What follows belongs to an exercise in optimizing a design on an open flow for small area, a short achievable clock period and few clock cycles; a production flow would make more cautious choices. Power is estimated from default activity; no workload was simulated.

==> flow/design.v <==
module Stack (clk, hold, up, dn, top_in, top, second);
    input clk;
    input hold, up, dn;           
    input [7:0] top_in;           
    output [7:0] top, second;
    reg [7:0] s [0:31];
    always @(posedge clk)
        s[0] <= top_in;
    genvar i;
    generate
        for (i = 1; i < 32; i = i + 1) begin : g
            always @(posedge clk)
                s[i] <= ~(({8{hold}} & ~s[i]) | ({8{up}} & ~s[i-1]) | ({8{dn}} & ~s[(i+1) % 32]));
        end
    endgenerate
    assign top = s[0];
    assign second = s[1];
endmodule
module MIPS_Stack(input clk, rst,
	output [4:0] mem_addr,
	output [7:0] mem_wdata,
	output mem_write,
	input [7:0] mem_rdata);
	reg [4:0] addr;      
	reg [4:0] ret;       
	reg r_add, r_sub, r_and, r_not;
	reg r_pushm;         
	reg r_pushf;         
	reg r_pop;           
	reg z;               
	reg [7:0] wdata;     
	reg [4:0] waddr;     
	reg       wvalid;    
	wire [7:0] T, N;
	wire fa = ~r_pushm & ~r_pop;
	wire [2:0] op = mem_rdata[7:5];
	wire [4:0] x  = mem_rdata[4:0];
	wire hit = wvalid & (x == waddr);
	wire hold = ~(r_add | r_sub | r_and | r_not | r_pushm | r_pushf | r_pop);
	wire [7:0] sum  = N + T;
	wire [7:0] diff = N - T;
	wire [7:0] top_in = ({8{r_pushm}} & mem_rdata) |
	                    ({8{r_pushf}} & wdata) |
	                    ({8{r_pop}}   & N) |
	                    ({8{r_add}}   & sum) |
	                    ({8{r_sub}}   & diff) |
	                    ({8{r_and}}   & (N & T)) |
	                    ({8{r_not}}   & ~T) |
	                    ({8{hold}}    & T);
	wire [7:0] nt_or = N | T;
	wire z_sum = ~|(N ^ T ^ {nt_or[6:0], 1'b0});
	wire z_next = (r_pushm & ~|mem_rdata) |
	              (r_pushf & ~|wdata) |
	              (r_pop   & ~|N) |
	              (r_add   & z_sum) |
	              (r_sub   & (N == T)) |
	              (r_and   & ~|(N & T)) |
	              (r_not   & (&T)) |
	              (hold    & z);
	wire j_add   = fa & (op == 3'b000);
	wire j_sub   = fa & (op == 3'b001);
	wire j_and   = fa & (op == 3'b010);
	wire j_not   = fa & (op == 3'b011);
	wire j_pushf = fa & (op == 3'b100) & hit;
	wire j_pushm = fa & (op == 3'b100) & ~hit;
	wire j_pop   = fa & (op == 3'b101);
	wire to_x    = (op == 3'b101) | ((op == 3'b100) & ~hit) | (op == 3'b110) |
	               ((op == 3'b111) & z_next);
	wire [4:0] addr_inc = addr + 5'd1;
	wire [4:0] addr_n = ~fa ? ret : (to_x ? x : addr_inc);
	always @(posedge clk, posedge rst) begin
		if (rst) begin
			addr    <= 5'd0;
			r_add   <= 1'b0;
			r_sub   <= 1'b0;
			r_and   <= 1'b0;
			r_not   <= 1'b0;
			r_pushm <= 1'b0;
			r_pushf <= 1'b0;
			r_pop   <= 1'b0;
			wvalid  <= 1'b0;
		end else begin
			addr    <= addr_n;
			r_add   <= j_add;
			r_sub   <= j_sub;
			r_and   <= j_and;
			r_not   <= j_not;
			r_pushm <= j_pushm;
			r_pushf <= j_pushf;
			r_pop   <= j_pop;
			if (j_pop)
				wvalid <= 1'b1;
		end
	end
	always @(posedge clk) begin
		z <= z_next;
		if (fa)
			ret <= addr_inc;
		if (j_pop) begin
			wdata <= top_in;
			waddr <= x;
		end
	end
	wire up = r_pushm | r_pushf;
	wire dn = r_pop | r_add | r_sub | r_and;
	Stack stack(clk, ~up & ~dn, up, dn, top_in, T, N);
	assign mem_addr  = addr;
	assign mem_write = r_pop;
	assign mem_wdata = wdata;
endmodule
Settings: LEC_CHECK=0, ABC_CLOCK_PERIOD_IN_PS=2300, CAP_MARGIN=20, CORE_MARGIN=2, CORE_UTILIZATION=40, CTS_CLUSTER_DIAMETER=100, CTS_CLUSTER_SIZE=30, SETUP_SLACK_MARGIN=3.7, SLEW_MARGIN=20; clock period 6.0 ns.
run.sh (not shown) runs the stock make flow with config.mk's settings and CLKGATE_MAP_FILE= SYNTH_SCRIPT=/design/flow/synth_recipe.tcl, a recipe that flattens the netlist after the stock synthesis.
Then changed:
--- a/flow/design.v
+++ b/flow/design.v
@@ -26,18 +26,24 @@
 	reg r_add, r_sub, r_and, r_not;
 	reg r_pushm;         
 	reg r_pushf;         
 	reg r_pop;           
+	reg r_up, r_dn, r_hold;  
+	reg [7:0] wout;      
 	reg z;               
+	reg r_jz;            
+	reg [4:0] jzx;       
 	reg [7:0] wdata;     
 	reg [4:0] waddr;     
 	reg       wvalid;    
 	wire [7:0] T, N;
 	wire fa = ~r_pushm & ~r_pop;
+	wire taken = r_jz & z;
+	wire fd = fa & ~taken;
 	wire [2:0] op = mem_rdata[7:5];
 	wire [4:0] x  = mem_rdata[4:0];
 	wire hit = wvalid & (x == waddr);
-	wire hold = ~(r_add | r_sub | r_and | r_not | r_pushm | r_pushf | r_pop);
+	wire hold = r_hold & ~r_not;
 	wire [7:0] sum  = N + T;
 	wire [7:0] diff = N - T;
 	wire [7:0] top_in = ({8{r_pushm}} & mem_rdata) |
 	                    ({8{r_pushf}} & wdata) |
@@ -56,19 +62,20 @@
 	              (r_sub   & (N == T)) |
 	              (r_and   & ~|(N & T)) |
 	              (r_not   & (&T)) |
 	              (hold    & z);
-	wire j_add   = fa & (op == 3'b000);
-	wire j_sub   = fa & (op == 3'b001);
-	wire j_and   = fa & (op == 3'b010);
-	wire j_not   = fa & (op == 3'b011);
-	wire j_pushf = fa & (op == 3'b100) & hit;
-	wire j_pushm = fa & (op == 3'b100) & ~hit;
-	wire j_pop   = fa & (op == 3'b101);
-	wire to_x    = (op == 3'b101) | ((op == 3'b100) & ~hit) | (op == 3'b110) |
-	               ((op == 3'b111) & z_next);
+	wire j_add   = fd & (op == 3'b000);
+	wire j_sub   = fd & (op == 3'b001);
+	wire j_and   = fd & (op == 3'b010);
+	wire j_not   = fd & (op == 3'b011);
+	wire j_pushf = fd & (op == 3'b100) & hit;
+	wire j_pushm = fd & (op == 3'b100) & ~hit;
+	wire j_pop   = fd & (op == 3'b101);
+	wire to_x    = (op == 3'b101) | ((op == 3'b100) & ~hit) | (op == 3'b110);
+	wire j_jz    = fd & (op == 3'b111);
 	wire [4:0] addr_inc = addr + 5'd1;
-	wire [4:0] addr_n = ~fa ? ret : (to_x ? x : addr_inc);
+	wire [4:0] addr_b = ~fa ? ret : (to_x ? x : addr_inc);
+	wire [4:0] addr_n = taken ? jzx : addr_b;
 	always @(posedge clk, posedge rst) begin
 		if (rst) begin
 			addr    <= 5'd0;
 			r_add   <= 1'b0;
@@ -77,8 +84,12 @@
 			r_not   <= 1'b0;
 			r_pushm <= 1'b0;
 			r_pushf <= 1'b0;
 			r_pop   <= 1'b0;
+			r_jz    <= 1'b0;
+			r_up    <= 1'b0;
+			r_dn    <= 1'b0;
+			r_hold  <= 1'b1;
 			wvalid  <= 1'b0;
 		end else begin
 			addr    <= addr_n;
 			r_add   <= j_add;
@@ -87,24 +98,27 @@
 			r_not   <= j_not;
 			r_pushm <= j_pushm;
 			r_pushf <= j_pushf;
 			r_pop   <= j_pop;
+			r_jz    <= j_jz;
+			r_up    <= j_pushm | j_pushf;
+			r_dn    <= j_pop | j_add | j_sub | j_and;
+			r_hold  <= ~(j_pushm | j_pushf | j_pop | j_add | j_sub | j_and);
 			if (j_pop)
 				wvalid <= 1'b1;
 		end
 	end
 	always @(posedge clk) begin
 		z <= z_next;
-		if (fa)
-			ret <= addr_inc;
+		wout <= j_pop ? top_in : 8'h00;
+		ret <= addr_inc;
+		jzx <= x;     
 		if (j_pop) begin
 			wdata <= top_in;
 			waddr <= x;
 		end
 	end
-	wire up = r_pushm | r_pushf;
-	wire dn = r_pop | r_add | r_sub | r_and;
-	Stack stack(clk, ~up & ~dn, up, dn, top_in, T, N);
+	Stack stack(clk, r_hold, r_up, r_dn, top_in, T, N);
 	assign mem_addr  = addr;
 	assign mem_write = r_pop;
-	assign mem_wdata = wdata;
+	assign mem_wdata = wout;
 endmodule
=> Register-to-register slack improves by 0.06 ns; setup slack improves by 0.017 ns; non-clock buffer count is lower by 37; first-iteration DRC count is higher by 86%; global-route usage is lower by 1.2 points; clock-buffer cell count is higher by 4; final area is about the same; maximum frequency is higher by 0.73%; power is lower by 12%; sequential power is lower by 16%; wire length is lower by 4.6%; die area is higher by 4.1%; sequential share of layout area is higher by 2.2 points.
Function was not checked in any run of this note: the RTL went through the layout flow alone.

* * *

Another version of the RTL of MIPS_Stack (not shown whole).
Size: ~1,100 cells after synthesis, ~300 flip-flops, roughly 24 I/O pins, about 12,000 µm² of cells after synthesis.
==> flow/design.v (excerpt) <==
module MIPS_Stack(input clk, rst,
	output [4:0] mem_addr,
	output [7:0] mem_wdata,
	output mem_write,
	input [7:0] mem_rdata);
==> module MIPS_Stack, before the edit <==
module MIPS_Stack(input clk, rst,
	output [4:0] mem_addr,
	output [7:0] mem_wdata,
	output mem_write,
	input [7:0] mem_rdata);
	reg [4:0] addr;      
	reg [4:0] ret;       
	reg r_add, r_sub, r_and, r_not;
	reg r_pushm;         
	reg r_pushf;         
	reg r_pop;           
	reg r_up, r_dn, r_hold;  
	reg [7:0] wout;      
	reg z;               
	reg [7:0] wdata;     
	reg [4:0] waddr;     
	reg       wvalid;    
	wire [7:0] T, N;
	wire fa = ~r_pushm & ~r_pop;
	wire [2:0] op = mem_rdata[7:5];
	wire [4:0] x  = mem_rdata[4:0];
	wire hit = wvalid & (x == waddr);
	wire hold = r_hold & ~r_not;
	wire [7:0] sum  = N + T;
	wire [7:0] diff = N - T;
	wire [7:0] top_in = ({8{r_pushm}} & mem_rdata) |
	                    ({8{r_pushf}} & wdata) |
	                    ({8{r_pop}}   & N) |
	                    ({8{r_add}}   & sum) |
	                    ({8{r_sub}}   & diff) |
	                    ({8{r_and}}   & (N & T)) |
	                    ({8{r_not}}   & ~T) |
	                    ({8{hold}}    & T);
	wire [7:0] nt_or = N | T;
	wire z_sum = ~|(N ^ T ^ {nt_or[6:0], 1'b0});
	wire z_next = (r_pushm & ~|mem_rdata) |
	              (r_pushf & ~|wdata) |
	              (r_pop   & ~|N) |
	              (r_add   & z_sum) |
	              (r_sub   & (N == T)) |
	              (r_and   & ~|(N & T)) |
	              (r_not   & (&T)) |
	              (hold    & z);
	wire j_add   = fa & (op == 3'b000);
	wire j_sub   = fa & (op == 3'b001);
	wire j_and   = fa & (op == 3'b010);
	wire j_not   = fa & (op == 3'b011);
	wire j_pushf = fa & (op == 3'b100) & hit;
	wire j_pushm = fa & (op == 3'b100) & ~hit;
	wire j_pop   = fa & (op == 3'b101);
	wire to_x    = (op == 3'b101) | ((op == 3'b100) & ~hit) | (op == 3'b110);
	wire j_jz    = fa & (op == 3'b111);
	wire [4:0] addr_inc = addr + 5'd1;
	wire [4:0] addr_b = ~fa ? ret : (to_x ? x : addr_inc);
	wire [4:0] addr_n = (j_jz & z_next) ? x : addr_b;
	always @(posedge clk, posedge rst) begin
		if (rst) begin
			addr    <= 5'd0;
			r_add   <= 1'b0;
			r_sub   <= 1'b0;
			r_and   <= 1'b0;
			r_not   <= 1'b0;
			r_pushm <= 1'b0;
			r_pushf <= 1'b0;
			r_pop   <= 1'b0;
			r_up    <= 1'b0;
			r_dn    <= 1'b0;
			r_hold  <= 1'b1;
			wvalid  <= 1'b0;
		end else begin
			addr    <= addr_n;
			r_add   <= j_add;
			r_sub   <= j_sub;
			r_and   <= j_and;
			r_not   <= j_not;
			r_pushm <= j_pushm;
			r_pushf <= j_pushf;
			r_pop   <= j_pop;
			r_up    <= j_pushm | j_pushf;
			r_dn    <= j_pop | j_add | j_sub | j_and;
			r_hold  <= ~(j_pushm | j_pushf | j_pop | j_add | j_sub | j_and);
			if (j_pop)
				wvalid <= 1'b1;
		end
	end
	always @(posedge clk) begin
		z <= z_next;
		wout <= j_pop ? top_in : 8'h00;
		ret <= addr_inc;     
		if (j_pop) begin
			wdata <= top_in;
			waddr <= x;
		end
	end
	Stack stack(clk, r_hold, r_up, r_dn, top_in, T, N);
	assign mem_addr  = addr;
	assign mem_write = r_pop;
	assign mem_wdata = wout;
endmodule
make LEC_CHECK=0 ABC_CLOCK_PERIOD_IN_PS=2300 CAP_MARGIN=20 CELL_PAD_IN_SITES_DETAIL_PLACEMENT=1 CORE_MARGIN=2 CORE_UTILIZATION=40 CTS_CLUSTER_DIAMETER=100 CTS_CLUSTER_SIZE=30 SETUP_SLACK_MARGIN=3.7 SLEW_MARGIN=20 finish   # period 6.0 ns
The first run produced a clean layout.
Then changed:
--- a/flow/design.v
+++ b/flow/design.v
@@ -25,13 +25,12 @@
 	reg [4:0] ret;       
 	reg r_add, r_sub, r_and, r_not;
 	reg r_pushm;         
 	reg r_pushf;         
 	reg r_pop;           
 	reg r_up, r_dn, r_hold;  
-	reg [7:0] wout;      
 	reg z;               
 	reg [7:0] wdata;     
 	reg [4:0] waddr;     
 	reg       wvalid;    
 	wire [7:0] T, N;
 	wire fa = ~r_pushm & ~r_pop;
@@ -100,18 +99,17 @@
 			if (j_pop)
 				wvalid <= 1'b1;
 		end
 	end
 	always @(posedge clk) begin
 		z <= z_next;
-		wout <= j_pop ? top_in : 8'h00;
 		ret <= addr_inc;     
 		if (j_pop) begin
 			wdata <= top_in;
 			waddr <= x;
 		end
 	end
 	Stack stack(clk, r_hold, r_up, r_dn, top_in, T, N);
 	assign mem_addr  = addr;
 	assign mem_write = r_pop;
-	assign mem_wdata = wout;
+	assign mem_wdata = wdata;
 endmodule
The changed run finished with timing, DRC and antenna clean.
Cell area is about the same.
Routed wire length grows by 1.0%.
Synthesized area shrinks by 2.2%.
Total power shrinks by 1.5%.
Fmax grows by 14%.
Global-route usage barely changes.
Worst hold slack gains 0.0073 ns.
Combinational power stays flat.
Die area shrinks by 2.1%.
Cell count shrinks by 0.40%.
Critical path depth shrinks by 8.
No functional check of the RTL was part of any run of this note.

re-timing with driven ports:
Ports are ideal in the flow. The routed layouts listed here were re-timed in OpenROAD.
Step 1, drivers: a clkbuf_16 drives clk and a buf_2 each remaining input, both assumed.
Step 2 times the ports against the registers' clock, not the clock port: input delays grow and output delays shrink by t, the midpoint of the rising clock arrivals with the driver on.
Three values: ideal ports, drivers, drivers and shift; two values: the first two.
| run | t (ns) | setup slack, ns | worst setup path at the end |
|---|---|---|---|
| the first run of note 1 | 0.524 | 3.695 / 3.649 / 3.203 | input to register |
| the second run of note 1 | 0.530 | 3.712 / 3.666 / 3.284 | input to register |
| the first run of note 2 | 0.556 | 3.295 / 3.295 / 2.959 | input to register |
| the second run of note 2 | 0.532 | 3.632 / 3.583 / 3.198 | input to register |
After both steps setup and hold are still met in every run listed. The setup slack of the first run of note 1, which loses most, moves by -0.046 ns with the drivers and by -0.492 ns with both steps.
